From an optimization exercise on the open Yosys and OpenROAD flow, aimed at small area and a short achievable clock period; shortcuts taken in it are not production practice. Only simulation tests tie the RTL to the original design; equivalence was not proved. The flow treats the clock pin as an ideal source, which a real chip does not have.

### design/flow/config.mk
export PLATFORM = sky130hd
export DESIGN_NAME = prng
export DESIGN_NICKNAME = prng
export VERILOG_FILES = /design/flow/design.v
export SDC_FILE = /design/flow/constraint.sdc
export NUM_CORES = 4
export LEC_CHECK = 0
export CAP_MARGIN = 20
export CORE_MARGIN = 2
export CORE_UTILIZATION = 50
export SETUP_SLACK_MARGIN = 3.0
export SLEW_MARGIN = 20
export SYNTH_HIERARCHICAL = 1
### design/flow/flow/run.sh
#!/bin/bash
# Standard layout with two changes: the smallest buffer on each port, and
# useful clock skew between registers after clock tree synthesis (skew.tcl).
export BUFFER_PORTS_ARGS="-buffer_cell sky130_fd_sc_hd__buf_1"
export POST_CTS_TCL="$PWD/flow/skew.tcl"
export SKIP_CTS_REPAIR_TIMING=1
bash standard.sh > standard.log 2>&1
### design/flow/flow/skew.tcl
# Useful clock skew between registers, run after clock tree synthesis
# (POST_CTS_TCL). It measures the worst setup and hold slack of every
# register-to-register path, and the worst slack of every path from an input
# and to an output, then asks skew.py for a later clock arrival for each
# register that shortens the period set by the register-to-register paths.
# Paths from the inputs and to the outputs get no gain from it: an input path
# must meet that period without the skew, and an output path must meet it with
# the skew. The delays are made by clock buffers put in front of the
# registers' clock pins.

set skew_dir [file dirname [file normalize [info script]]]
set work_dir [file dirname $skew_dir]
set_propagated_clock [all_clocks]
estimate_parasitics -placement

set regs [all_registers -cells]
set clkpin [dict create]
set dpin [dict create]
set cellof [dict create]
foreach r $regs {
  set n [get_full_name $r]
  dict set cellof $n $r
  foreach p [get_pins -of_objects $r] {
    set pn [get_property $p lib_pin_name]
    if { $pn == "CLK" } { dict set clkpin $n $p }
    if { $pn == "D" } { dict set dpin $n $p }
  }
}

set f [open $work_dir/skew_paths.txt w]
foreach r $regs {
  set n [get_full_name $r]
  set cp [dict get $clkpin $n]
  foreach {kind pd} {max max min min} {
    set paths [find_timing_paths -from $cp -path_delay $pd \
      -group_path_count 10000 -endpoint_path_count 1 -unique_paths_to_endpoint]
    foreach p $paths {
      set ep [get_property $p endpoint]
      set epn [get_full_name $ep]
      if { [get_property $ep direction] == "output" } {
        puts $f "out$kind $n - [get_property $p slack]"
      } else {
        set einst [get_full_name [get_cells -of_objects $ep]]
        puts $f "$kind $n $einst [get_property $p slack]"
      }
    }
  }
  set dp [dict get $dpin $n]
  foreach {kind pd} {inmax max inmin min} {
    set paths [find_timing_paths -from [all_inputs] -to $dp -path_delay $pd]
    foreach p $paths {
      puts $f "$kind - $n [get_property $p slack]"
    }
  }
}
close $f

set period [get_property [lindex [all_clocks] 0] period]
exec python3 $skew_dir/skew.py $work_dir/skew_paths.txt $period > $work_dir/skew_plan.txt
puts "skew plan:"
puts [exec cat $work_dir/skew_plan.txt]

set block [ord::get_db_block]
set nbuf 0
foreach line [split [exec cat $work_dir/skew_plan.txt] "\n"] {
  if { [llength $line] < 3 || [lindex $line 0] != "delay" } { continue }
  set n [lindex $line 1]
  set cells [lrange $line 3 end]
  set inst [sta::sta_to_db_inst [dict get $cellof $n]]
  set loc [$inst getLocation]
  foreach cell $cells {
    set p [dict get $clkpin $n]
    set net [get_nets -of_objects $p]
    insert_buffer -buffer_cell $cell -net $net -load_pins [list $p] \
      -location [list [ord::dbu_to_microns [lindex $loc 0]] \
        [ord::dbu_to_microns [lindex $loc 1]]] \
      -buffer_name skewbuf_$nbuf -net_name skewnet_$nbuf
    set bnet [$block findNet skewnet_$nbuf]
    if { $bnet ne "NULL" && $bnet ne "" } { $bnet setSigType CLOCK }
    incr nbuf
  }
}
puts "skew buffers inserted: $nbuf"

detailed_placement
check_placement -verbose
estimate_parasitics -placement
report_worst_slack -max
report_worst_slack -min
### design/flow/flow/skew.py
#!/usr/bin/env python3
"""Plan a later clock arrival for registers (useful skew).

usage: skew.py PATHS PERIOD

PATHS holds lines "kind from to slack" as skew.tcl writes them. A delay D[r]
(>= 0) on register r's clock changes a register-to-register path s->e by
D[s] - D[e]. The plan finds the smallest period T such that:
  setup   (PERIOD - slack) + D[s] - D[e] <= T      for register pairs
  hold    slack + D[s] - D[e] >= HOLD_MARGIN
  output  (PERIOD - slack) + D[s] <= T            (the skew may only hurt)
  input   (PERIOD - slack) <= T                   (no gain from the skew)
  D[r] <= DMAX
and prints, for each register that needs a delay, a chain of delay cells.
"""
import sys

DMAX = 1.2
HOLD_MARGIN = 0.2
# cells and the delay each adds in front of one register's clock pin (ns)
CELLS = [
    ('sky130_fd_sc_hd__clkbuf_1', 0.09, 3.75),
    ('sky130_fd_sc_hd__dlygate4sd1_1', 0.20, 8.76),
    ('sky130_fd_sc_hd__clkdlybuf4s50_1', 0.46, 10.01),
]

path_file, period = sys.argv[1], float(sys.argv[2])
setup, hold, outp, inp, inhold = {}, {}, {}, {}, {}
regs = set()
for line in open(path_file):
    f = line.split()
    if len(f) != 4:
        continue
    kind, s, e, sl = f[0], f[1], f[2], float(f[3])
    if kind == 'max':
        setup[(s, e)] = min(setup.get((s, e), 1e9), sl)
        regs.update((s, e))
    elif kind == 'min':
        hold[(s, e)] = min(hold.get((s, e), 1e9), sl)
        regs.update((s, e))
    elif kind == 'outmax':
        outp[s] = min(outp.get(s, 1e9), sl)
        regs.add(s)
    elif kind == 'inmax':
        inp[e] = min(inp.get(e, 1e9), sl)
        regs.add(e)
    elif kind == 'inmin':
        inhold[e] = min(inhold.get(e, 1e9), sl)
        regs.add(e)
regs = sorted(regs)
idx = {r: i + 1 for i, r in enumerate(regs)}


def solve(T):
    # difference constraints x[b] >= x[a] + w as edges (a, b, w); longest path
    edges = []
    for r in regs:
        ub = DMAX
        if r in inhold:
            ub = min(ub, max(0.0, inhold[r] - HOLD_MARGIN))
        if r in outp:
            ub = min(ub, T - (period - outp[r]))
        if ub < 0:
            return None
        edges.append((0, idx[r], 0.0))
        edges.append((idx[r], 0, -ub))
    for (s, e), sl in setup.items():
        d = period - sl
        if s == e:
            if d > T:
                return None
            continue
        edges.append((idx[s], idx[e], d - T))
    for (s, e), sl in hold.items():
        if s == e:
            continue
        # D[e] - D[s] <= sl - margin
        edges.append((idx[e], idx[s], -max(0.0, sl - HOLD_MARGIN)))
    for e, sl in inp.items():
        if period - sl > T:
            return None
    n = len(regs) + 1
    x = [0.0] + [-1e18] * (n - 1)
    for it in range(n + 1):
        changed = False
        for a, b, w in edges:
            if x[a] > -1e17 and x[a] + w > x[b] + 1e-9:
                x[b] = x[a] + w
                changed = True
        if not changed:
            return {r: x[idx[r]] for r in regs}
        if x[0] > 1e-9:
            return None
    return None


t0 = max([period - sl for sl in setup.values()] + [period - sl for sl in inp.values()]
         + [period - sl for sl in outp.values()])
lo, hi = 0.0, t0
if solve(hi) is None:
    print(f'# no skew plan (T0 {t0:.3f})')
    sys.exit(0)
for _ in range(40):
    m = (lo + hi) / 2
    if solve(m) is None:
        lo = m
    else:
        hi = m
T = hi
D = solve(T)
print(f'# period without skew {t0:.3f}, with skew {T:.3f}')


def chain(delta):
    # fewest-area chain of cells whose delay is closest to delta
    best = None
    for a in range(0, 4):
        for b in range(0, 4):
            for c in range(0, 4):
                if a + b + c == 0 or a + b + c > 4:
                    continue
                n = (a, b, c)
                d = sum(k * cell[1] for k, cell in zip(n, CELLS))
                area = sum(k * cell[2] for k, cell in zip(n, CELLS))
                cost = abs(d - delta) + 0.004 * area
                if best is None or cost < best[0]:
                    best = (cost, n)
    out = []
    for k, cell in zip(best[1], CELLS):
        out += [cell[0]] * k
    return out


for r in regs:
    d = D[r]
    if d < 0.06:
        continue
    print('delay', r, f'{d:.3f}', ' '.join(chain(d)))
### design/flow/design.v
module prng (
    input logic [31:0] seed,
    output logic [31:0] rand_num,
    input logic clk,
    input logic rst
);
    logic [31:0] state;
    wire [30:0] x = state[30:0];
    wire [30:0] xn = ~state[30:0];
    wire [30:0] nxt;
    wire s0; wire c0;
    assign s0 = 1'b1 ^ x[2] ^ xn[0];
    assign c0 = (1'b1 & x[2]) | (1'b1 & xn[0]) | (x[2] & xn[0]);
    wire s1; wire c1;
    assign s1 = 1'b1 ^ x[3] ^ xn[1];
    assign c1 = (1'b1 & x[3]) | (1'b1 & xn[1]) | (x[3] & xn[1]);
    wire s2; wire c2;
    fa u2 (.a(x[4]), .b(xn[2]), .c(xn[0]), .s(s2), .co(c2));
    wire s3; wire c3;
    fa u3 (.a(x[5]), .b(xn[3]), .c(xn[1]), .s(s3), .co(c3));
    wire s4; wire c4;
    assign s4 = 1'b0 ^ x[4] ^ x[2];
    assign c4 = (1'b0 & x[4]) | (1'b0 & x[2]) | (x[4] & x[2]);
    wire s5; wire c5;
    fa u5 (.a(x[6]), .b(c3), .c(~s4), .s(s5), .co(c5));
    wire s6; wire c6;
    fa u6 (.a(x[7]), .b(xn[5]), .c(xn[3]), .s(s6), .co(c6));
    wire s7; wire c7;
    fa u7 (.a(x[0]), .b(~c4), .c(s6), .s(s7), .co(c7));
    wire s8; wire c8;
    fa u8 (.a(x[8]), .b(xn[6]), .c(xn[4]), .s(s8), .co(c8));
    wire s9; wire c9;
    fa u9 (.a(x[1]), .b(c6), .c(s8), .s(s9), .co(c9));
    wire s10; wire c10;
    assign s10 = 1'b1 ^ x[9] ^ x[2];
    assign c10 = (1'b1 & x[9]) | (1'b1 & x[2]) | (x[9] & x[2]);
    wire s11; wire c11;
    fa u11 (.a(xn[7]), .b(xn[5]), .c(xn[0]), .s(s11), .co(c11));
    wire s12; wire c12;
    fa u12 (.a(c8), .b(s10), .c(s11), .s(s12), .co(c12));
    wire s13; wire c13;
    fa u13 (.a(xn[8]), .b(xn[6]), .c(xn[1]), .s(s13), .co(c13));
    wire s14; wire c14;
    fa u14 (.a(x[10]), .b(x[3]), .c(c10), .s(s14), .co(c14));
    wire s15; wire c15;
    fa u15 (.a(c11), .b(s13), .c(c12), .s(s15), .co(c15));
    wire s16; wire c16;
    fa u16 (.a(xn[9]), .b(xn[7]), .c(xn[2]), .s(s16), .co(c16));
    wire s17; wire c17;
    fa u17 (.a(x[11]), .b(x[4]), .c(c13), .s(s17), .co(c17));
    wire s18; wire c18;
    fa u18 (.a(s16), .b(c14), .c(s17), .s(s18), .co(c18));
    wire s19; wire c19;
    assign s19 = 1'b1 ^ x[12] ^ x[5];
    assign c19 = (1'b1 & x[12]) | (1'b1 & x[5]) | (x[12] & x[5]);
    wire s20; wire c20;
    fa u20 (.a(xn[10]), .b(xn[8]), .c(xn[3]), .s(s20), .co(c20));
    wire s21; wire c21;
    fa u21 (.a(x[0]), .b(c16), .c(s19), .s(s21), .co(c21));
    wire s22; wire c22;
    fa u22 (.a(s20), .b(c17), .c(s21), .s(s22), .co(c22));
    wire s23; wire c23;
    assign s23 = 1'b1 ^ x[13] ^ x[6];
    assign c23 = (1'b1 & x[13]) | (1'b1 & x[6]) | (x[13] & x[6]);
    wire s24; wire c24;
    fa u24 (.a(xn[11]), .b(xn[9]), .c(xn[4]), .s(s24), .co(c24));
    wire s25; wire c25;
    fa u25 (.a(x[1]), .b(c19), .c(c20), .s(s25), .co(c25));
    wire s26; wire c26;
    fa u26 (.a(s23), .b(s24), .c(c21), .s(s26), .co(c26));
    wire s27; wire c27;
    fa u27 (.a(s25), .b(c22), .c(s26), .s(s27), .co(c27));
    wire s28; wire c28;
    fa u28 (.a(x[14]), .b(x[7]), .c(x[2]), .s(s28), .co(c28));
    wire s29; wire c29;
    fa u29 (.a(xn[12]), .b(xn[10]), .c(xn[5]), .s(s29), .co(c29));
    wire s30; wire c30;
    fa u30 (.a(x[0]), .b(c23), .c(c24), .s(s30), .co(c30));
    wire s31; wire c31;
    fa u31 (.a(s28), .b(s29), .c(c25), .s(s31), .co(c31));
    wire s32; wire c32;
    fa u32 (.a(s30), .b(c26), .c(s31), .s(s32), .co(c32));
    wire s33; wire c33;
    fa u33 (.a(x[15]), .b(x[8]), .c(x[3]), .s(s33), .co(c33));
    wire s34; wire c34;
    fa u34 (.a(xn[13]), .b(xn[11]), .c(xn[6]), .s(s34), .co(c34));
    wire s35; wire c35;
    fa u35 (.a(x[1]), .b(c28), .c(c29), .s(s35), .co(c35));
    wire s36; wire c36;
    fa u36 (.a(s33), .b(s34), .c(c30), .s(s36), .co(c36));
    wire s37; wire c37;
    fa u37 (.a(s35), .b(c31), .c(s36), .s(s37), .co(c37));
    wire s38; wire c38;
    fa u38 (.a(x[16]), .b(x[9]), .c(x[4]), .s(s38), .co(c38));
    wire s39; wire c39;
    fa u39 (.a(xn[14]), .b(xn[12]), .c(xn[7]), .s(s39), .co(c39));
    wire s40; wire c40;
    fa u40 (.a(x[2]), .b(c33), .c(c34), .s(s40), .co(c40));
    wire s41; wire c41;
    fa u41 (.a(s38), .b(s39), .c(c35), .s(s41), .co(c41));
    wire s42; wire c42;
    fa u42 (.a(s40), .b(c36), .c(s41), .s(s42), .co(c42));
    wire s43; wire c43;
    assign s43 = 1'b1 ^ x[17] ^ x[10];
    assign c43 = (1'b1 & x[17]) | (1'b1 & x[10]) | (x[17] & x[10]);
    wire s44; wire c44;
    fa u44 (.a(xn[15]), .b(xn[13]), .c(xn[8]), .s(s44), .co(c44));
    wire s45; wire c45;
    fa u45 (.a(x[5]), .b(x[3]), .c(xn[0]), .s(s45), .co(c45));
    wire s46; wire c46;
    fa u46 (.a(c38), .b(c39), .c(s43), .s(s46), .co(c46));
    wire s47; wire c47;
    fa u47 (.a(s44), .b(s45), .c(c40), .s(s47), .co(c47));
    wire s48; wire c48;
    fa u48 (.a(s46), .b(c41), .c(s47), .s(s48), .co(c48));
    wire s49; wire c49;
    fa u49 (.a(x[18]), .b(x[11]), .c(x[6]), .s(s49), .co(c49));
    wire s50; wire c50;
    fa u50 (.a(xn[16]), .b(xn[14]), .c(xn[9]), .s(s50), .co(c50));
    wire s51; wire c51;
    fa u51 (.a(x[4]), .b(c43), .c(c44), .s(s51), .co(c51));
    wire s52; wire c52;
    fa u52 (.a(xn[1]), .b(c45), .c(s49), .s(s52), .co(c52));
    wire s53; wire c53;
    fa u53 (.a(s50), .b(c46), .c(s51), .s(s53), .co(c53));
    wire s54; wire c54;
    fa u54 (.a(s52), .b(c47), .c(s53), .s(s54), .co(c54));
    wire s55; wire c55;
    fa u55 (.a(x[19]), .b(x[12]), .c(x[7]), .s(s55), .co(c55));
    wire s56; wire c56;
    fa u56 (.a(xn[17]), .b(xn[15]), .c(xn[10]), .s(s56), .co(c56));
    wire s57; wire c57;
    fa u57 (.a(x[5]), .b(xn[2]), .c(x[0]), .s(s57), .co(c57));
    wire s58; wire c58;
    fa u58 (.a(c49), .b(c50), .c(s55), .s(s58), .co(c58));
    wire s59; wire c59;
    fa u59 (.a(s56), .b(s57), .c(c51), .s(s59), .co(c59));
    wire s60; wire c60;
    fa u60 (.a(c52), .b(s58), .c(c53), .s(s60), .co(c60));
    wire s61; wire c61;
    fa u61 (.a(s59), .b(c54), .c(s60), .s(s61), .co(c61));
    wire s62; wire c62;
    fa u62 (.a(x[20]), .b(x[13]), .c(x[8]), .s(s62), .co(c62));
    wire s63; wire c63;
    fa u63 (.a(xn[18]), .b(xn[16]), .c(xn[11]), .s(s63), .co(c63));
    wire s64; wire c64;
    fa u64 (.a(x[6]), .b(xn[3]), .c(x[1]), .s(s64), .co(c64));
    wire s65; wire c65;
    fa u65 (.a(c55), .b(c56), .c(c57), .s(s65), .co(c65));
    wire s66; wire c66;
    fa u66 (.a(s62), .b(s63), .c(s64), .s(s66), .co(c66));
    wire s67; wire c67;
    fa u67 (.a(c58), .b(s65), .c(s66), .s(s67), .co(c67));
    wire s68; wire c68;
    fa u68 (.a(c59), .b(s67), .c(c60), .s(s68), .co(c68));
    wire s69; wire c69;
    fa u69 (.a(x[21]), .b(x[14]), .c(x[9]), .s(s69), .co(c69));
    wire s70; wire c70;
    fa u70 (.a(xn[19]), .b(xn[17]), .c(xn[12]), .s(s70), .co(c70));
    wire s71; wire c71;
    fa u71 (.a(x[7]), .b(xn[4]), .c(x[2]), .s(s71), .co(c71));
    wire s72; wire c72;
    fa u72 (.a(c62), .b(c63), .c(c64), .s(s72), .co(c72));
    wire s73; wire c73;
    fa u73 (.a(s69), .b(s70), .c(s71), .s(s73), .co(c73));
    wire s74; wire c74;
    fa u74 (.a(c65), .b(c66), .c(s72), .s(s74), .co(c74));
    wire s75; wire c75;
    fa u75 (.a(s73), .b(c67), .c(s74), .s(s75), .co(c75));
    wire s76; wire c76;
    assign s76 = 1'b1 ^ x[22] ^ x[15];
    assign c76 = (1'b1 & x[22]) | (1'b1 & x[15]) | (x[22] & x[15]);
    wire s77; wire c77;
    fa u77 (.a(xn[20]), .b(xn[18]), .c(xn[13]), .s(s77), .co(c77));
    wire s78; wire c78;
    fa u78 (.a(x[10]), .b(x[8]), .c(x[3]), .s(s78), .co(c78));
    wire s79; wire c79;
    fa u79 (.a(xn[5]), .b(xn[0]), .c(c69), .s(s79), .co(c79));
    wire s80; wire c80;
    fa u80 (.a(c70), .b(c71), .c(s76), .s(s80), .co(c80));
    wire s81; wire c81;
    fa u81 (.a(s77), .b(s78), .c(c72), .s(s81), .co(c81));
    wire s82; wire c82;
    fa u82 (.a(c73), .b(s79), .c(s80), .s(s82), .co(c82));
    wire s83; wire c83;
    fa u83 (.a(c74), .b(s81), .c(s82), .s(s83), .co(c83));
    wire s84; wire c84;
    fa u84 (.a(x[23]), .b(x[16]), .c(x[11]), .s(s84), .co(c84));
    wire s85; wire c85;
    fa u85 (.a(xn[21]), .b(xn[19]), .c(xn[14]), .s(s85), .co(c85));
    wire s86; wire c86;
    fa u86 (.a(x[9]), .b(xn[6]), .c(x[4]), .s(s86), .co(c86));
    wire s87; wire c87;
    fa u87 (.a(xn[1]), .b(c76), .c(c77), .s(s87), .co(c87));
    wire s88; wire c88;
    fa u88 (.a(c78), .b(s84), .c(s85), .s(s88), .co(c88));
    wire s89; wire c89;
    fa u89 (.a(s86), .b(c79), .c(c80), .s(s89), .co(c89));
    wire s90; wire c90;
    fa u90 (.a(s87), .b(s88), .c(c81), .s(s90), .co(c90));
    wire s91; wire c91;
    fa u91 (.a(c82), .b(s89), .c(s90), .s(s91), .co(c91));
    wire s92; wire c92;
    fa u92 (.a(x[24]), .b(x[17]), .c(x[12]), .s(s92), .co(c92));
    wire s93; wire c93;
    fa u93 (.a(xn[22]), .b(xn[20]), .c(xn[15]), .s(s93), .co(c93));
    wire s94; wire c94;
    fa u94 (.a(x[10]), .b(xn[7]), .c(x[5]), .s(s94), .co(c94));
    wire s95; wire c95;
    fa u95 (.a(xn[2]), .b(c84), .c(c85), .s(s95), .co(c95));
    wire s96; wire c96;
    fa u96 (.a(c86), .b(s92), .c(s93), .s(s96), .co(c96));
    wire s97; wire c97;
    fa u97 (.a(s94), .b(c87), .c(c88), .s(s97), .co(c97));
    wire s98; wire c98;
    fa u98 (.a(s95), .b(s96), .c(c89), .s(s98), .co(c98));
    wire s99; wire c99;
    fa u99 (.a(s97), .b(c90), .c(s98), .s(s99), .co(c99));
    wire s100; wire c100;
    fa u100 (.a(x[25]), .b(x[18]), .c(x[13]), .s(s100), .co(c100));
    wire s101; wire c101;
    fa u101 (.a(xn[23]), .b(xn[21]), .c(xn[16]), .s(s101), .co(c101));
    wire s102; wire c102;
    fa u102 (.a(x[11]), .b(x[6]), .c(x[0]), .s(s102), .co(c102));
    wire s103; wire c103;
    fa u103 (.a(xn[8]), .b(xn[3]), .c(c92), .s(s103), .co(c103));
    wire s104; wire c104;
    fa u104 (.a(c93), .b(c94), .c(s100), .s(s104), .co(c104));
    wire s105; wire c105;
    fa u105 (.a(s101), .b(s102), .c(c95), .s(s105), .co(c105));
    wire s106; wire c106;
    fa u106 (.a(c96), .b(s103), .c(s104), .s(s106), .co(c106));
    wire s107; wire c107;
    fa u107 (.a(c97), .b(s105), .c(s106), .s(s107), .co(c107));
    wire s108; wire c108;
    fa u108 (.a(c98), .b(s107), .c(c99), .s(s108), .co(c108));
    wire s109; wire c109;
    fa u109 (.a(x[26]), .b(x[19]), .c(x[14]), .s(s109), .co(c109));
    wire s110; wire c110;
    fa u110 (.a(xn[24]), .b(xn[22]), .c(xn[17]), .s(s110), .co(c110));
    wire s111; wire c111;
    fa u111 (.a(x[12]), .b(x[7]), .c(x[1]), .s(s111), .co(c111));
    wire s112; wire c112;
    fa u112 (.a(xn[9]), .b(xn[4]), .c(c100), .s(s112), .co(c112));
    wire s113; wire c113;
    fa u113 (.a(c101), .b(c102), .c(s109), .s(s113), .co(c113));
    wire s114; wire c114;
    fa u114 (.a(s110), .b(s111), .c(c103), .s(s114), .co(c114));
    wire s115; wire c115;
    fa u115 (.a(c104), .b(s112), .c(s113), .s(s115), .co(c115));
    wire s116; wire c116;
    fa u116 (.a(c105), .b(s114), .c(c106), .s(s116), .co(c116));
    wire s117; wire c117;
    fa u117 (.a(s115), .b(c107), .c(s116), .s(s117), .co(c117));
    wire s118; wire c118;
    fa u118 (.a(x[27]), .b(x[20]), .c(x[15]), .s(s118), .co(c118));
    wire s119; wire c119;
    fa u119 (.a(xn[25]), .b(xn[23]), .c(xn[18]), .s(s119), .co(c119));
    wire s120; wire c120;
    fa u120 (.a(x[13]), .b(x[8]), .c(x[2]), .s(s120), .co(c120));
    wire s121; wire c121;
    fa u121 (.a(xn[10]), .b(xn[5]), .c(c109), .s(s121), .co(c121));
    wire s122; wire c122;
    fa u122 (.a(c110), .b(c111), .c(s118), .s(s122), .co(c122));
    wire s123; wire c123;
    fa u123 (.a(s119), .b(s120), .c(c112), .s(s123), .co(c123));
    wire s124; wire c124;
    fa u124 (.a(c113), .b(s121), .c(s122), .s(s124), .co(c124));
    wire s125; wire c125;
    fa u125 (.a(c114), .b(s123), .c(c115), .s(s125), .co(c125));
    wire s126; wire c126;
    fa u126 (.a(s124), .b(c116), .c(s125), .s(s126), .co(c126));
    wire s127; wire c127;
    fa u127 (.a(x[28]), .b(x[21]), .c(x[16]), .s(s127), .co(c127));
    wire s128; wire c128;
    fa u128 (.a(xn[26]), .b(xn[24]), .c(xn[19]), .s(s128), .co(c128));
    wire s129; wire c129;
    fa u129 (.a(x[14]), .b(x[9]), .c(x[3]), .s(s129), .co(c129));
    wire s130; wire c130;
    fa u130 (.a(xn[11]), .b(xn[6]), .c(c118), .s(s130), .co(c130));
    wire s131; wire c131;
    fa u131 (.a(c119), .b(c120), .c(s127), .s(s131), .co(c131));
    wire s132; wire c132;
    fa u132 (.a(s128), .b(s129), .c(c121), .s(s132), .co(c132));
    wire s133; wire c133;
    fa u133 (.a(c122), .b(s130), .c(s131), .s(s133), .co(c133));
    wire s134; wire c134;
    fa u134 (.a(c123), .b(s132), .c(c124), .s(s134), .co(c134));
    wire s135; wire c135;
    fa u135 (.a(s133), .b(c125), .c(s134), .s(s135), .co(c135));
    wire s136; wire c136;
    fa u136 (.a(x[29]), .b(x[22]), .c(x[17]), .s(s136), .co(c136));
    wire s137; wire c137;
    fa u137 (.a(xn[27]), .b(xn[25]), .c(xn[20]), .s(s137), .co(c137));
    wire s138; wire c138;
    fa u138 (.a(x[15]), .b(x[10]), .c(x[4]), .s(s138), .co(c138));
    wire s139; wire c139;
    fa u139 (.a(xn[12]), .b(xn[7]), .c(c127), .s(s139), .co(c139));
    wire s140; wire c140;
    fa u140 (.a(c128), .b(c129), .c(s136), .s(s140), .co(c140));
    wire s141; wire c141;
    fa u141 (.a(s137), .b(s138), .c(c130), .s(s141), .co(c141));
    wire s142; wire c142;
    fa u142 (.a(c131), .b(s139), .c(s140), .s(s142), .co(c142));
    wire s143; wire c143;
    fa u143 (.a(c132), .b(s141), .c(c133), .s(s143), .co(c143));
    wire s144; wire c144;
    fa u144 (.a(s142), .b(c134), .c(s143), .s(s144), .co(c144));
    wire s145;
    assign s145 = x[30] ^ x[23] ^ x[18];
    wire s146;
    assign s146 = x[28] ^ x[26] ^ x[21];
    wire s147;
    assign s147 = x[16] ^ x[11] ^ x[5];
    wire s148;
    assign s148 = xn[13] ^ xn[8] ^ x[0];
    wire s149;
    assign s149 = c136 ^ c137 ^ c138;
    wire s150;
    assign s150 = s145 ^ ~s146 ^ s147;
    wire s151;
    assign s151 = s148 ^ c139 ^ c140;
    wire s152;
    assign s152 = s149 ^ s150 ^ c141;
    wire s153;
    assign s153 = c142 ^ s151 ^ s152;
    wire s154;
    assign s154 = c143 ^ s153 ^ c144;
    wire [30:0] ra, rb;
    assign ra[0] = x[0];
    assign rb[0] = 1'b1;
    assign ra[1] = x[1];
    assign rb[1] = 1'b0;
    assign ra[2] = s0;
    assign rb[2] = 1'b0;
    assign ra[3] = c0;
    assign rb[3] = s1;
    assign ra[4] = c1;
    assign rb[4] = s2;
    assign ra[5] = c2;
    assign rb[5] = s3;
    assign ra[6] = s5;
    assign rb[6] = 1'b0;
    assign ra[7] = c5;
    assign rb[7] = s7;
    assign ra[8] = c7;
    assign rb[8] = s9;
    assign ra[9] = c9;
    assign rb[9] = s12;
    assign ra[10] = s14;
    assign rb[10] = s15;
    assign ra[11] = c15;
    assign rb[11] = s18;
    assign ra[12] = c18;
    assign rb[12] = s22;
    assign ra[13] = s27;
    assign rb[13] = 1'b0;
    assign ra[14] = c27;
    assign rb[14] = s32;
    assign ra[15] = c32;
    assign rb[15] = s37;
    assign ra[16] = c37;
    assign rb[16] = s42;
    assign ra[17] = c42;
    assign rb[17] = s48;
    assign ra[18] = c48;
    assign rb[18] = s54;
    assign ra[19] = s61;
    assign rb[19] = 1'b0;
    assign ra[20] = c61;
    assign rb[20] = s68;
    assign ra[21] = c68;
    assign rb[21] = s75;
    assign ra[22] = c75;
    assign rb[22] = s83;
    assign ra[23] = c83;
    assign rb[23] = s91;
    assign ra[24] = c91;
    assign rb[24] = s99;
    assign ra[25] = s108;
    assign rb[25] = 1'b0;
    assign ra[26] = c108;
    assign rb[26] = s117;
    assign ra[27] = c117;
    assign rb[27] = s126;
    assign ra[28] = c126;
    assign rb[28] = s135;
    assign ra[29] = c135;
    assign rb[29] = s144;
    assign ra[30] = s154;
    assign rb[30] = 1'b0;
    wire [30:0] g0 = ra & rb;
    wire [30:0] p0 = ra ^ rb;
    wire gg1 = g0[1] | (p0[1] & g0[0]);
    wire gg2 = g0[2] | (p0[2] & gg1);
    wire gg3 = g0[3] | (p0[3] & g0[2]);
    wire pp3 = p0[3] & p0[2];
    wire gg4 = gg3 | (pp3 & gg1);
    wire gg5 = g0[4] | (p0[4] & g0[3]);
    wire pp5 = p0[4] & p0[3];
    wire gg6 = gg5 | (pp5 & gg2);
    wire gg7 = g0[5] | (p0[5] & g0[4]);
    wire pp7 = p0[5] & p0[4];
    wire gg8 = gg7 | (pp7 & g0[3]);
    wire pp8 = pp7 & p0[3];
    wire gg9 = gg8 | (pp8 & gg2);
    wire gg10 = g0[6] | (p0[6] & gg9);
    wire gg11 = g0[7] | (p0[7] & g0[6]);
    wire pp11 = p0[7] & p0[6];
    wire gg12 = gg11 | (pp11 & gg9);
    wire gg13 = g0[8] | (p0[8] & g0[7]);
    wire pp13 = p0[8] & p0[7];
    wire gg14 = gg13 | (pp13 & gg10);
    wire gg15 = g0[9] | (p0[9] & g0[8]);
    wire pp15 = p0[9] & p0[8];
    wire gg16 = gg15 | (pp15 & gg11);
    wire pp16 = pp15 & pp11;
    wire gg17 = gg16 | (pp16 & gg9);
    wire gg18 = g0[10] | (p0[10] & gg15);
    wire pp18 = p0[10] & pp15;
    wire gg19 = gg18 | (pp18 & gg12);
    wire gg20 = g0[11] | (p0[11] & g0[10]);
    wire pp20 = p0[11] & p0[10];
    wire gg21 = gg20 | (pp20 & gg17);
    wire gg22 = g0[12] | (p0[12] & gg20);
    wire pp22 = p0[12] & pp20;
    wire gg23 = gg22 | (pp22 & gg17);
    wire gg24 = g0[13] | (p0[13] & gg23);
    wire gg25 = g0[14] | (p0[14] & g0[13]);
    wire pp25 = p0[14] & p0[13];
    wire gg26 = gg25 | (pp25 & gg23);
    wire gg27 = g0[15] | (p0[15] & g0[14]);
    wire pp27 = p0[15] & p0[14];
    wire gg28 = gg27 | (pp27 & g0[13]);
    wire pp28 = pp27 & p0[13];
    wire gg29 = gg28 | (pp28 & gg23);
    wire gg30 = g0[16] | (p0[16] & g0[15]);
    wire pp30 = p0[16] & p0[15];
    wire gg31 = gg30 | (pp30 & g0[14]);
    wire pp31 = pp30 & p0[14];
    wire gg32 = gg31 | (pp31 & gg24);
    wire gg33 = g0[17] | (p0[17] & g0[16]);
    wire pp33 = p0[17] & p0[16];
    wire gg34 = gg33 | (pp33 & gg27);
    wire pp34 = pp33 & pp27;
    wire gg35 = gg34 | (pp34 & gg24);
    wire gg36 = g0[18] | (p0[18] & g0[17]);
    wire pp36 = p0[18] & p0[17];
    wire gg37 = gg36 | (pp36 & gg30);
    wire pp37 = pp36 & pp30;
    wire gg38 = gg37 | (pp37 & gg26);
    wire gg39 = g0[18] | (p0[18] & gg33);
    wire pp39 = p0[18] & pp33;
    wire gg40 = g0[19] | (p0[19] & gg39);
    wire pp40 = p0[19] & pp39;
    wire gg41 = gg40 | (pp40 & gg29);
    wire gg42 = g0[20] | (p0[20] & g0[19]);
    wire pp42 = p0[20] & p0[19];
    wire gg43 = gg42 | (pp42 & gg38);
    wire gg44 = g0[21] | (p0[21] & g0[20]);
    wire pp44 = p0[21] & p0[20];
    wire gg45 = gg44 | (pp44 & g0[19]);
    wire pp45 = pp44 & p0[19];
    wire gg46 = gg45 | (pp45 & gg38);
    wire gg47 = g0[22] | (p0[22] & g0[21]);
    wire pp47 = p0[22] & p0[21];
    wire gg48 = gg47 | (pp47 & gg42);
    wire pp48 = pp47 & pp42;
    wire gg49 = gg48 | (pp48 & gg38);
    wire gg50 = g0[23] | (p0[23] & g0[22]);
    wire pp50 = p0[23] & p0[22];
    wire gg51 = gg50 | (pp50 & gg44);
    wire pp51 = pp50 & pp44;
    wire gg52 = gg51 | (pp51 & gg41);
    wire gg53 = g0[24] | (p0[24] & g0[23]);
    wire pp53 = p0[24] & p0[23];
    wire gg54 = gg53 | (pp53 & gg47);
    wire pp54 = pp53 & pp47;
    wire gg55 = gg54 | (pp54 & gg43);
    wire gg56 = g0[24] | (p0[24] & gg50);
    wire pp56 = p0[24] & pp50;
    wire gg57 = g0[25] | (p0[25] & gg56);
    wire pp57 = p0[25] & pp56;
    wire gg58 = gg57 | (pp57 & gg46);
    wire gg59 = g0[26] | (p0[26] & g0[25]);
    wire pp59 = p0[26] & p0[25];
    wire gg60 = gg59 | (pp59 & gg55);
    wire gg61 = g0[27] | (p0[27] & g0[26]);
    wire pp61 = p0[27] & p0[26];
    wire gg62 = gg61 | (pp61 & g0[25]);
    wire pp62 = pp61 & p0[25];
    wire gg63 = gg62 | (pp62 & gg55);
    wire gg64 = g0[28] | (p0[28] & g0[27]);
    wire pp64 = p0[28] & p0[27];
    wire gg65 = gg64 | (pp64 & g0[26]);
    wire pp65 = pp64 & p0[26];
    wire gg66 = gg65 | (pp65 & g0[25]);
    wire pp66 = pp65 & p0[25];
    wire gg67 = gg66 | (pp66 & gg55);
    wire gg68 = g0[29] | (p0[29] & g0[28]);
    wire pp68 = p0[29] & p0[28];
    wire gg69 = gg68 | (pp68 & g0[27]);
    wire pp69 = pp68 & p0[27];
    wire gg70 = gg69 | (pp69 & gg59);
    wire pp70 = pp69 & pp59;
    wire gg71 = gg70 | (pp70 & gg55);
    wire gg72 = g0[30] | (p0[30] & gg69);
    wire pp72 = p0[30] & pp69;
    wire gg73 = gg72 | (pp72 & gg60);
    assign nxt[0] = p0[0];
    assign nxt[1] = p0[1] ^ g0[0];
    assign nxt[2] = p0[2] ^ gg1;
    assign nxt[3] = p0[3] ^ gg2;
    assign nxt[4] = p0[4] ^ gg4;
    assign nxt[5] = p0[5] ^ gg6;
    assign nxt[6] = p0[6] ^ gg9;
    assign nxt[7] = p0[7] ^ gg10;
    assign nxt[8] = p0[8] ^ gg12;
    assign nxt[9] = p0[9] ^ gg14;
    assign nxt[10] = p0[10] ^ gg17;
    assign nxt[11] = p0[11] ^ gg19;
    assign nxt[12] = p0[12] ^ gg21;
    assign nxt[13] = p0[13] ^ gg23;
    assign nxt[14] = p0[14] ^ gg24;
    assign nxt[15] = p0[15] ^ gg26;
    assign nxt[16] = p0[16] ^ gg29;
    assign nxt[17] = p0[17] ^ gg32;
    assign nxt[18] = p0[18] ^ gg35;
    assign nxt[19] = p0[19] ^ gg38;
    assign nxt[20] = p0[20] ^ gg41;
    assign nxt[21] = p0[21] ^ gg43;
    assign nxt[22] = p0[22] ^ gg46;
    assign nxt[23] = p0[23] ^ gg49;
    assign nxt[24] = p0[24] ^ gg52;
    assign nxt[25] = p0[25] ^ gg55;
    assign nxt[26] = p0[26] ^ gg58;
    assign nxt[27] = p0[27] ^ gg60;
    assign nxt[28] = p0[28] ^ gg63;
    assign nxt[29] = p0[29] ^ gg67;
    assign nxt[30] = p0[30] ^ gg71;
    always_ff @(posedge clk) begin
        if (rst) begin
            state <= seed;
        end else begin
            state <= {1'b0, nxt};
        end
        rand_num <= state;
    end
endmodule
module fa (
    input  logic a,
    input  logic b,
    input  logic c,
    output logic s,
    output logic co
);
    assign s = a ^ b ^ c;
    assign co = (a & b) | (a & c) | (b & c);
endmodule
### design/flow/constraint.sdc
create_clock -name core_clock -period 7.0 [get_ports {clk}]
set_input_delay 1.4000 -clock core_clock [delete_from_list [all_inputs] [get_ports {clk}]]
set_output_delay 1.4000 -clock core_clock [all_outputs]
set_load 0.01 [all_outputs]
### design/flow/standard.sh
#!/bin/bash
# synth_recipe.tcl (not shown) runs the flow's synth.tcl, then flattens the netlist and writes it again
# the make line also repeats each setting of config.mk as NAME=value (left out here)
make -C /OpenROAD-flow-scripts/flow DESIGN_CONFIG=/design/flow/config.mk WORK_HOME=/design/flow/orfs CLKGATE_MAP_FILE= SYNTH_SCRIPT=/design/flow/synth_recipe.tcl "${@:-finish}"
==> impl_metrics.json, run 1 <==
{
  "gp_congestion": 0.9357,
  "maxSlewHeadroom_pct": 61.50,
  "ios": 66,
  "rsz0062_at_grt": "true",
  "final_util_pct": 61.92,
  "fin_tns_setup_ns": 0,
  "multi_input_area_mm2": 0.004483,
  "tightestPinTransition_ns": 0.5774,
  "setup_viol": 0,
  "hold_class": "reg -> reg",
  "placed_area_mm2": 0.006315,
  "synth-main-ff-cell": "dfxtp_1",
  "ys_seq_area_share_pct": 21.81,
  "coreArea_mm2": 0.01142,
  "timing.final.hold_violations": 0,
  "antenna_found_initial": 0,
  "grt_pass1_wl_um": 23410,
  "grt_pass1_vias": 4339,
  "worstSetupEndpointType": "flip-flop",
  "required_ns": 8.27,
  "yosysUniqueCellTypes": 45,
  "grt_max_degree": 62,
  "yosysTopAreaCell": "fa_1",
  "drv_slew": 0,
  "final_area_mm2": 0.007071,
  "outcome": "timing/DRC/antenna clean",
  "tritoncts": "yes",
  "viasPerCell": 5.239,
  "period_share_pct": 56.29,
  "overflow": 0,
  "yosys.area.top_type_share_pct": 46.69,
  "fmax_mhz": 253.8,
  "io_buffers": 65,
  "n_fill_cell": 958,
  "start_kind": "flip-flop",
  "vias": 3830,
  "period_needed_ns": 3.941,
  "antennaDiodeCount": 0,
  "fin_nets": 789,
  "cp.arrival_ns": 5.21,
  "drive_gt1_share_pct": 16.50,
  "ant_nets": 0,
  "start_util_pct": 51.45,
  "die_area_mm2": 0.01263,
  "path_clk_slew_ns": 0.07,
  "critPathKind": "reg -> reg",
  "seq_area_mm2": 0.001340,
  "first_pass_iters": 4,
  "die_y_um": 112.4,
  "track_usage_pct": 25.31,
  "netlist_top_cells_count": "fa_1, dfxtp_1, inv_1",
  "routedWlPerCell_um": 20.01,
  "rows": 39,
  "yosysWarningCount": 7,
  "finClkSkew_ns": 1.161,
  "syn-num-nets": 672,
  "chipWidth_um": 112.4,
  "syn_area_per_cell_um2": 12.61,
  "drt_wl_total_um": 14630,
  "crit_path_max_fanout": 4,
  "drc": 0,
  "synthCells": 466,
  "yosys.cell_count.top_type": "fa_1",
  "clk_latency_ns": 1.50,
  "clkSinkCount": 64,
  "synth-edff-count": 0,
  "area_growth_pct": 20.36,
  "hpwl_um": 11520,
  "synthArstFlopShare_pct": 0,
  "maxCapViolCount": 0,
  "drtIter0Drc": 193,
  "ys_ff_latch": 64,
  "syn_area_mm2": 0.005874,
  "ys_top_cells_by_area": "fa_1, dfxtp_1, ha_1"
}
## registers in the layout, summed over array words and instances (netlist names)
name,flops
rand_num,32
state,32
## metal layers
layer	GRT usage (%)	vias up	wire length (µm)
li1	-	1772	-
met1	35.58	1922	6330
met2	37.99	116	7032
met3	6.048	20	959
met4	10.98	0	302
met5	0	-	0
## modules after synthesis, one instance, submodules excluded
module  cells inside  copies in the design
prng             329                     1
fa                 1                   137
## path summary, 6_finish.rpt
kind | to | from | slack, ns | cells past startpoint
worst max-delay path | state[29] | state[27] | 3.06 | 10
worst max register to register | state[29] | state[27] | 3.06 | 10
worst min register to register | state[30] | state[0] | 0.13 | 6
worst min-delay path | state[30] | state[0] | 0.13 | 6
## worst max-delay path, cell delays in order, from the launching register on
cell and delay (ns):
dfxtp_1 0.35, fa_1 0.58, fa_1 0.45, fa_1 0.42
fa_1 0.50, fa_1 0.57, ha_4 0.23, and3_1 0.18
o211a_1 0.17, o21a_1 0.19, o31ai_1 0.25
## layout make-up, without the clock buffers
class	instances	area share, %
Multi-Input combinational cell	347	63.40
Timing Repair Buffer	75	4.530
Sequential cell	64	18.95
Tap cell	143	2.531
Inverter	48	2.637
Clock inverter	6	0.6194
## cell families (layout without fill, tap and decap cells)
kind of cell	Yosys count	after routing	synth area share [%]
fa+ha+maj	172	172	54.14
compound gates	81	81	9.329
flops	64	64	21.81
simple gates	57	57	4.899
buf+inv	55	177	3.578
xor+xnor	33	33	5.474
mux	4	4	0.7667
## stage by stage
stage          hold WS (ns)  instances  setup slack [ns]
2_1_floorplan        0.3096        466             2.972
3_3_place_gp         0.3132        668             2.227
3_5_place_dp         0.3150        668             2.194
5_1_grt              0.1492        731             2.934
6_report             0.1264        731             3.059
## cells in the final DEF, fill, tap and decap left out, types with 10 or more instances in the layout
cell type / n
fa_1: 130
buf_1: 64
dfxtp_1: 39
inv_1: 32
ha_1: 31
nand2_1: 29
xnor2_1: 24
clkdlybuf4s50_1: 17
o21ai_0: 16
a21oi_1: 15
clkbuf_1: 15
inv_2: 14
dfxtp_2: 14
dfxtp_4: 11
a21o_1: 10
o31ai_1: 10
buf_4: 10
==> run 2, diff against run 1 <==
--- a/design/flow/config.mk
+++ b/design/flow/config.mk
@@ -7,7 +7,7 @@
 export LEC_CHECK = 0
 export CAP_MARGIN = 20
 export CORE_MARGIN = 2
-export CORE_UTILIZATION = 50
+export CORE_UTILIZATION = 70
 export SETUP_SLACK_MARGIN = 3.0
 export SLEW_MARGIN = 20
 export SYNTH_HIERARCHICAL = 1
==> run 2 against run 1 <==
Effect of this change:
- still clean
- register-to-register slack got worse by 0.31 ns
- worst setup slack got worse by 0.31 ns
- critical path type unchanged
- largest cell class unchanged
==> impl_metrics.json, run 2 <==
{
  "outcome": "timing/DRC/antenna clean",
  "vias": 4562,
  "chipWidth_um": 95.61,
  "r2r_slack_ns": 2.75,
  "grt_pass1_vias": 4650,
  "fin_tns_setup_ns": 0,
  "ys_top_cells_by_area": "fa_1, dfxtp_1, ha_1",
  "yosys.cell_count.top_type": "fa_1",
  "die_area_mm2": 0.009140,
  "clkSinkCount": 64,
  "overflow": 0,
  "area_growth_pct": 21.70,
  "fmax_mhz": 235.4,
  "final_common_cell": "fa_1",
  "grt_most_used_layer": "met2",
  "drtIter0Drc": 373,
  "rsz0062_at_grt": "true",
  "yosysWarningCount": 7,
  "max_stage_delay_ns": 0.62,
  "coreArea_mm2": 0.008175,
  "die_y_um": 95.61,
  "yosys.area.top_type_share_pct": 46.69,
  "netlist_top_cells_count": "fa_1, dfxtp_1, inv_1",
  "drt_wl_total_um": 18670,
  "worstRegToRegCells": 15,
  "finClkSkew_ns": 1.172,
  "synthCells": 466,
  "start_kind": "flip-flop",
  "syn-num-nets": 672,
  "drc": 0,
  "grt_max_degree": 54,
  "tightestPinTransition_ns": 0.5306,
  "tritoncts": "yes",
  "worstSetupEndpointType": "flip-flop",
  "reg_top3": "rand_num: 32 flops, state: 32 flops",
  "maxCapViolCount": 0,
  "syn_area_per_cell_um2": 12.61,
  "layout_setup_ws_ns": 2.752,
  "fin_nets": 799,
  "required_ns": 8.35,
  "synthArstFlopShare_pct": 0,
  "cp_num_buf_inv": 4,
  "dp_slack_ns": 2.099,
  "clk_latency_ns": 1.52,
  "syn_area_mm2": 0.005874,
  "maxSlewHeadroom_pct": 64.63,
  "synth-edff-count": 0,
  "setup_viol": 0,
  "antennaDiodeCount": 0,
  "hold_class": "in -> reg",
  "yosysUniqueCellTypes": 45,
  "r2r-end": "state[29]",
  "antenna_found_initial": 0,
  "cp_common_cell": "buf_4",
  "path_depth": 15,
  "setup.worst_path.start": "state[18]",
  "grt_pass1_wl_um": 25350,
  "ys_ff_latch": 64,
  "cp_slowest_cell": "fa_1",
  "path_clk_slew_ns": 0.08,
  "cp.arrival_ns": 5.60,
  "io_buffers": 65,
  "n_fill_cell": 366,
  "period_needed_ns": 4.248,
  "gr-usage-met3_pct": 20.40,
  "grtUsageMet2_pct": 61.25,
  "min-delay-start": "seed[27]",
  "gp_congestion": 0.9934,
  "critPathKind": "reg -> reg",
  "final_cell_mix": "fa_1, buf_1, dfxtp_1",
  "track_usage_pct": 40.48,
  "crit_end": "state[29]",
  "timing.final.hold_violations": 0,
  "seq_area_mm2": 0.001338,
  "hpwl_um": 12160,
  "drive_gt1_share_pct": 19.93,
  "rows": 33,
  "viasPerCell": 6.499,
  "cpLargestDelayFamily": "adder cells",
  "ys_seq_area_share_pct": 21.81,
  "ant_nets": 0,
  "start_util_pct": 71.85,
  "drv_slew": 0,
  "ios": 66,
  "crit_path_max_fanout": 4,
  "yosysTopAreaCell": "fa_1",
  "period_share_pct": 60.69,
  "path_cells": "buf_12 > fa_2 > fa_1 > fa_1 > ha_4 > a21oi_4 > o21ai_4 > o211ai_1 > buf_4 > a211oi_4 > buf_4 > buf_4 > o211a_4 > o21a_1 > o31ai_1",
  "multi_input_area_mm2": 0.004606,
  "grt_util_met1_pct": 48.70,
  "routedWlPerCell_um": 26.59,
  "synth-main-ff-cell": "dfxtp_1",
  "first_pass_iters": 7,
  "r2r_start": "state[18]"
}
run 2: cell counts after synthesis:
Identical to the previous run, type by type.
run 2: kinds of logic (layout without fill, tap and decap cells):
logic type | Yosys count | in the layout | share of synthesized area, %
flip-flops | 64 | 64 | 21.81
AND/OR/NAND/NOR | 57 | 57 | 4.899
XOR/XNOR | 33 | 33 | 5.474
AO/OA/AOI/OAI | 81 | 81 | 9.329
multiplexers | 4 | 4 | 0.7667
buffers and inverters | 55 | 186 | 3.578
adder cells (fa/ha/maj) | 172 | 172 | 54.14
run 2: worst register-to-register path, stage by stage (launching register included):
cell and delay (ns):
dfxtp_4 0.36, buf_12 0.12, fa_2 0.60, fa_1 0.46, fa_1 0.62, ha_4 0.25, a21oi_4 0.17, o21ai_4 0.10
o211ai_1 0.41, buf_4 0.21, a211oi_4 0.05, buf_4 0.15, buf_4 0.14, o211a_4 0.27, o21a_1 0.19, o31ai_1 0.23
run 2: worst min path at each step:
stage                     slack [ns]  cells past startpoint           end
after floorplan                 0.31                      0  rand_num[31]
after global placement          0.32                      0  rand_num[31]
after detailed placement        0.32                      0  rand_num[31]
after global routing            0.19                      3     state[30]
final                           0.18                      3     state[27]
run 2: cell type report, without the clock buffers:
type | instances | area share [%]
inverters | 48 | 2.625
clock inverters | 3 | 0.5600
well taps | 105 | 1.838
multi-input cells | 347 | 64.42
flip-flops and latches | 64 | 18.71
repair buffers | 83 | 5.548
run 2: per-module statistics from Yosys (local to each module, per instance):
module,flops+latches,cells,area [µm²]
fa,0,1,20.02
prng,64,329,3132
run 2: metal layers:
metal  part of all wire (%)  wire (µm)  up-vias
li1                       -          -     1785
met1                     33       6247     2246
met2                     47       8797      412
met3                     13       2486      119
met4                    6.1       1136        0
met5                      0          0        -
run 2: metrics by stage:
step	instances	util, %	hold slack, ns	instance area (µm²)
after detailed placement	630	76.66	0.3250	6267
after floorplan	466	-	0.3096	5913
final	702	87.45	0.1823	7149
after global routing	702	87.45	0.1866	7149
after global placement	630	76.66	0.3165	6267
==> run 3, diff against run 2 <==
--- a/design/flow/config.mk
+++ b/design/flow/config.mk
@@ -7,7 +7,8 @@
 export LEC_CHECK = 0
 export CAP_MARGIN = 20
 export CORE_MARGIN = 2
-export CORE_UTILIZATION = 70
+export CORE_UTILIZATION = 50
+export CTS_BUF_LIST = sky130_fd_sc_hd__clkbuf_2 sky130_fd_sc_hd__clkbuf_4
 export SETUP_SLACK_MARGIN = 3.0
 export SLEW_MARGIN = 20
 export SYNTH_HIERARCHICAL = 1
==> run 3 against run 2 <==
Effect of this change:
- critical path type unchanged
- highest routed layer unchanged
- largest cell class unchanged
- sequential share of layout area grew 0.59 points
==> impl_metrics.json, run 3 <==
{
  "period_needed_ns": 3.987,
  "antennaDiodeCount": 0,
  "min_delay_path_depth": 3,
  "syn-num-nets": 672,
  "maxCapViolCount": 0,
  "crit_path_max_fanout": 4,
  "syn_area_per_cell_um2": 12.61,
  "grt_max_degree": 62,
  "yosysTopAreaCell": "fa_1",
  "coreArea_mm2": 0.01142,
  "hpwl_um": 11520,
  "cp.arrival_ns": 5.30,
  "drtIter0Drc": 180,
  "min_to": "state[29]",
  "timing.final.hold_violations": 0,
  "r2r-end": "state[30]",
  "clkSinkCount": 64,
  "path_clk_slew_ns": 0.08,
  "yosysUniqueCellTypes": 45,
  "rows": 39,
  "clk_latency_ns": 1.45,
  "viasPerCell": 5.309,
  "final_util_pct": 60.86,
  "synth-edff-count": 0,
  "gp_congestion": 0.9357,
  "fmax_mhz": 250.8,
  "drt_wl_total_um": 14650,
  "whs_ns": 0.1473,
  "die_area_mm2": 0.01263,
  "layout_setup_ws_ns": 3.013,
  "worstRegToRegCells": 12,
  "io_buffers": 65,
  "overflow": 0,
  "reg_top3": "rand_num: 32 flops, state: 32 flops",
  "dp_slack_ns": 2.194,
  "final_cell_mix": "fa_1, buf_1, dfxtp_1",
  "yosys.area.top_type_share_pct": 46.69,
  "drc": 0,
  "area_growth_pct": 18.30,
  "ios": 66,
  "drive_gt1_share_pct": 17.95,
  "tritoncts": "yes",
  "track_usage_pct": 25.19,
  "ys_top_cells_by_area": "fa_1, dfxtp_1, ha_1",
  "required_ns": 8.31,
  "synthCells": 466,
  "yosysWarningCount": 7,
  "ys_seq_area_share_pct": 21.81,
  "worstSetupEndpointType": "flip-flop",
  "r2r_start": "state[27]",
  "final_area_mm2": 0.006949,
  "period_share_pct": 56.95,
  "start_util_pct": 51.45,
  "fin_tns_setup_ns": 0,
  "antenna_found_initial": 0,
  "hold_class": "in -> reg",
  "drv_slew": 0,
  "maxSlewHeadroom_pct": 60.59,
  "netlist_top_cells_count": "fa_1, dfxtp_1, inv_1",
  "start_kind": "flip-flop",
  "vias": 3865,
  "first_pass_iters": 4,
  "min-delay-start": "seed[29]",
  "chipWidth_um": 112.4,
  "critPathKind": "reg -> reg",
  "setup_viol": 0,
  "placed_area_mm2": 0.006315,
  "synthArstFlopShare_pct": 0,
  "ys_ff_latch": 64,
  "final_common_cell": "fa_1",
  "r2r_slack_ns": 3.01,
  "fin_nets": 786,
  "tightestPinTransition_ns": 0.5911,
  "grt_pass1_wl_um": 23180,
  "finClkSkew_ns": 0.9917,
  "outcome": "timing/DRC/antenna clean",
  "syn_area_mm2": 0.005874,
  "rsz0062_at_grt": "true",
  "grt_pass1_vias": 4297,
  "synth-main-ff-cell": "dfxtp_1",
  "ant_nets": 0,
  "routedWlPerCell_um": 20.13,
  "die_y_um": 112.4,
  "yosys.cell_count.top_type": "fa_1"
}
[run 3: cell counts after synthesis]
No cell type changed its count.
[run 3: stage by stage]
step | cells
floorplan | 466
global placement | 668
detailed placement | 668
global route | 728
finish | 728
[run 3: cell type report, without the clock buffers]
type,instances,area (µm²)
fillers,984,4469
repair buffers,80,357.8
flip-flops and latches,64,1341
clock inverters,7,47.55
inverters,48,186.4
multi-input cells,347,4534
well taps,143,178.9
[run 3: worst max-delay path by stage]
stage,from,to,slack (ns),depth (start not counted)
2_1_floorplan,state[6],state[30],2.97,13
3_3_place_gp,state[2],state[18],2.23,17
3_5_place_dp,state[2],state[18],2.19,17
5_1_grt,state[18],state[26],2.86,12
6_report,state[27],state[30],3.01,12
[run 3: worst max-delay path, cell delays in order (launching register included)]
cell and delay [ns]:
dfxtp_1 0.36, fa_1 0.58, fa_1 0.45, fa_1 0.42
fa_2 0.38, fa_2 0.36, xor2_1 0.15, xnor2_1 0.20
xnor2_1 0.15, xnor3_2 0.31, or4_4 0.43, o211ai_2 0.08
nor3_2 0.05
[run 3: cells by family after synthesis]
family	after synthesis	synth area share (%)
AOI/OAI and AO/OA	81	9.329
DFF	64	21.81
buffers and inverters	55	3.578
and+or+nand+nor	57	4.899
xor gates and xnor gates	33	5.474
adders and majority gates	172	54.14
muxes	4	0.7667
[run 3: Yosys stat by module (local to each module, per instance)]
module	copies in the design	cell area, µm²	flip-flops and latches	cells
prng	1	3132	64	329
fa	137	20.02	0	1
[run 3: metal layers]
| layer | vias up | GRT usage, % | part of all wire, % |
|---|---|---|---|
| li1 | 1765 | - | - |
| met1 | 1933 | 35.59 | 44 |
| met2 | 141 | 37.35 | 48 |
| met3 | 26 | 6.911 | 6.4 |
| met4 | 0 | 10.08 | 2.2 |
| met5 | - | 0 | 0 |
==> run 4, diff against run 3 <==
--- a/design/flow/config.mk
+++ b/design/flow/config.mk
@@ -8,7 +8,7 @@
 export CAP_MARGIN = 20
 export CORE_MARGIN = 2
 export CORE_UTILIZATION = 50
-export CTS_BUF_LIST = sky130_fd_sc_hd__clkbuf_2 sky130_fd_sc_hd__clkbuf_4
+export CTS_BUF_LIST = sky130_fd_sc_hd__clkbuf_4 sky130_fd_sc_hd__clkbuf_8
 export SETUP_SLACK_MARGIN = 3.0
 export SLEW_MARGIN = 20
 export SYNTH_HIERARCHICAL = 1
==> run 4 against run 3 <==
Effect of this change:
- still clean on timing, DRC and antenna
- clock skew increased by 0.16 ns
- sequential share of layout area decreased by 0.20 points
- utilization increased by 0.46 points
- flip-flop and latch count unchanged
- critical path type unchanged
==> impl_metrics.json, run 4 <==
{
  "die_y_um": 112.4,
  "required_ns": 7.99,
  "min-delay-start": "state[0]",
  "reg_top3": "rand_num: 32 flops, state: 32 flops",
  "yosysWarningCount": 7,
  "period_share_pct": 55.86,
  "crit_path_max_fanout": 4,
  "coreArea_mm2": 0.01142,
  "synth_compound_area_share_pct": 9.329,
  "syn_area_mm2": 0.005874,
  "overflow": 0,
  "antenna_found_initial": 0,
  "layout_setup_ws_ns": 3.090,
  "r2r_slack_ns": 3.09,
  "synth_top_family_by_area": "adder cells",
  "drv_slew": 0,
  "min_to": "state[30]",
  "grt_max_degree": 62,
  "fin_nets": 787,
  "syn_area_per_cell_um2": 12.61,
  "drive_gt1_share_pct": 17.41,
  "gp_congestion": 0.9357,
  "start_util_pct": 51.45,
  "routedWlPerCell_um": 20.04,
  "drt_wl_total_um": 14610,
  "chipWidth_um": 112.4,
  "synthMuxAreaShare_pct": 0.7668,
  "fin_tns_setup_ns": 0,
  "synthXorXnorAreaFrac_pct": 5.474,
  "synthCells": 466,
  "track_usage_pct": 25.22,
  "clkSinkCount": 64,
  "netlist_top_cells_count": "fa_1, dfxtp_1, inv_1",
  "start_kind": "flip-flop",
  "timing.final.hold_violations": 0,
  "final_cell_mix": "fa_1, buf_1, dfxtp_1",
  "ys_seq_area_share_pct": 21.81,
  "period_needed_ns": 3.910,
  "rows": 39,
  "yosysTopAreaCell": "fa_1",
  "drc": 0,
  "viasPerCell": 5.232,
  "rsz0062_at_grt": "true",
  "finClkSkew_ns": 1.150,
  "fmax_mhz": 255.7,
  "r2r_start": "state[18]",
  "ant_nets": 0,
  "synthAdderAreaFrac_pct": 54.14,
  "drtIter0Drc": 201,
  "ys_ff_latch": 64,
  "path_clk_slew_ns": 0.08,
  "antennaDiodeCount": 0,
  "dp_slack_ns": 2.194,
  "outcome": "timing/DRC/antenna clean",
  "tritoncts": "yes",
  "setup_viol": 0,
  "cp.arrival_ns": 4.90,
  "final_common_cell": "fa_1",
  "synthArstFlopShare_pct": 0,
  "maxCapViolCount": 0,
  "hpwl_um": 11520,
  "min_delay_path_depth": 6,
  "yosys.area_share.simple_pct": 4.899,
  "maxSlewHeadroom_pct": 60.97,
  "grt_pass1_wl_um": 23360,
  "ys_top_cells_by_area": "fa_1, dfxtp_1, ha_1",
  "worstSetupEndpointType": "flip-flop",
  "worstRegToRegCells": 12,
  "ios": 66,
  "clk_latency_ns": 1.52,
  "vias": 3814,
  "first_pass_iters": 4,
  "tightestPinTransition_ns": 0.5854,
  "io_buffers": 65,
  "syn-num-nets": 672,
  "die_area_mm2": 0.01263,
  "yosys.area.top_type_share_pct": 46.69,
  "area_growth_pct": 19.19,
  "synth-main-ff-cell": "dfxtp_1",
  "grt_pass1_vias": 4342,
  "r2r-end": "state[25]",
  "yosys.cell_count.top_type": "fa_1",
  "hold_class": "reg -> reg",
  "critPathKind": "reg -> reg",
  "yosysUniqueCellTypes": 45,
  "synth-edff-count": 0
}
[run 4: cell counts after synthesis]
No cell type changed its count.
[run 4: kinds of logic (layout without fill, tap and decap cells)]
logic type / Yosys count / after routing
buffers and inverters: 55 / 175
adder cells (fa/ha/maj): 172 / 172
AND/OR/NAND/NOR: 57 / 57
XOR/XNOR: 33 / 33
multiplexers: 4 / 4
AO/OA/AOI/OAI: 81 / 81
flip-flops: 64 / 64
[run 4: critical path: stages, from the launching register on]
cell and delay, ns:
dfxtp_4 0.38, clkinvlp_4 0.12, fa_2 0.36, fa_2 0.37, fa_2 0.35, fa_1 0.51, fa_1 0.54, ha_4 0.30
nand4_1 0.19, a211oi_4 0.33, buf_6 0.15, o21a_1 0.15, o31ai_2 0.07
[run 4: worst max path at each step]
| stage | startpoint | to | slack [ns] | cells past startpoint |
|---|---|---|---|---|
| 6_report | state[18] | state[25] | 3.09 | 12 |
| 5_1_grt | state[18] | state[28] | 2.95 | 13 |
| 3_5_place_dp | state[2] | state[18] | 2.19 | 17 |
| 3_3_place_gp | state[2] | state[18] | 2.23 | 17 |
| 2_1_floorplan | state[6] | state[30] | 2.97 | 13 |
[run 4: stage by stage]
step	cells	cell area (µm²)	hold WS (ns)	util [%]
final	729	7002	0.1452	61.32
after global routing	729	7002	0.1425	61.32
after detailed placement	668	6315	0.3150	55.30
after global placement	668	6315	0.3132	55.30
after floorplan	466	5913	0.3096	-
[run 4: area by class of cell, without the clock buffers]
| type | count | area [µm²] |
|---|---|---|
| Timing Repair Buffer | 76 | 331.6 |
| Fill cell | 962 | 4417 |
| Clock inverter | 6 | 43.79 |
| Tap cell | 143 | 178.9 |
| Inverter | 48 | 186.4 |
| Multi-Input combinational cell | 347 | 4518 |
| Sequential cell | 64 | 1338 |
[run 4: Yosys stat by module, one instance, submodules excluded]
| module | times used | cell area [µm²] |
|---|---|---|
| fa | 137 | 20.02 |
| prng | 1 | 3132 |
[run 4: routing by layer]
layer  vias up  global-route usage, %  share of wire [%]
met3        23                  6.263                7.5
li1       1764                      -                  -
met5         -                      0                  0
met1      1906                  36.13                 43
met2       121                  37.83                 48
met4         0                  9.106                1.7

## separate check: timing with driven ports
In the flow no input, the clock included, has a driving cell. The finished layouts below were timed again as built, in two steps. Step 1 assumes that a clkbuf_16 drives the clock port and a buf_2 every other input. Step 2, shift: input delay + t, output delay - t, t = (earliest + latest rising clock arrival at the registers) / 2. This alone moves slack from input paths to output paths. Slacks: no drivers / after step 1 / after step 2; pairs: no drivers / after step 1.
| run | t (ns) | setup slack, ns | latest minus earliest clock arrival (ns) |
|---|---|---|---|
| run 1 | 0.957 | 3.059 / 3.059 / 3.059 | 1.162 / 1.163 |
| run 2 | 0.966 | 2.752 / 2.752 / 2.752 | 1.172 / 1.172 |
| run 3 | 0.984 | 3.013 / 3.013 / 3.013 | 0.997 / 0.998 |
| run 4 | 0.983 | 3.090 / 3.090 / 3.090 | 1.154 / 1.155 |
Clock arrivals are far apart in every run listed, so t is only a midpoint there and step 2 fits no single register.
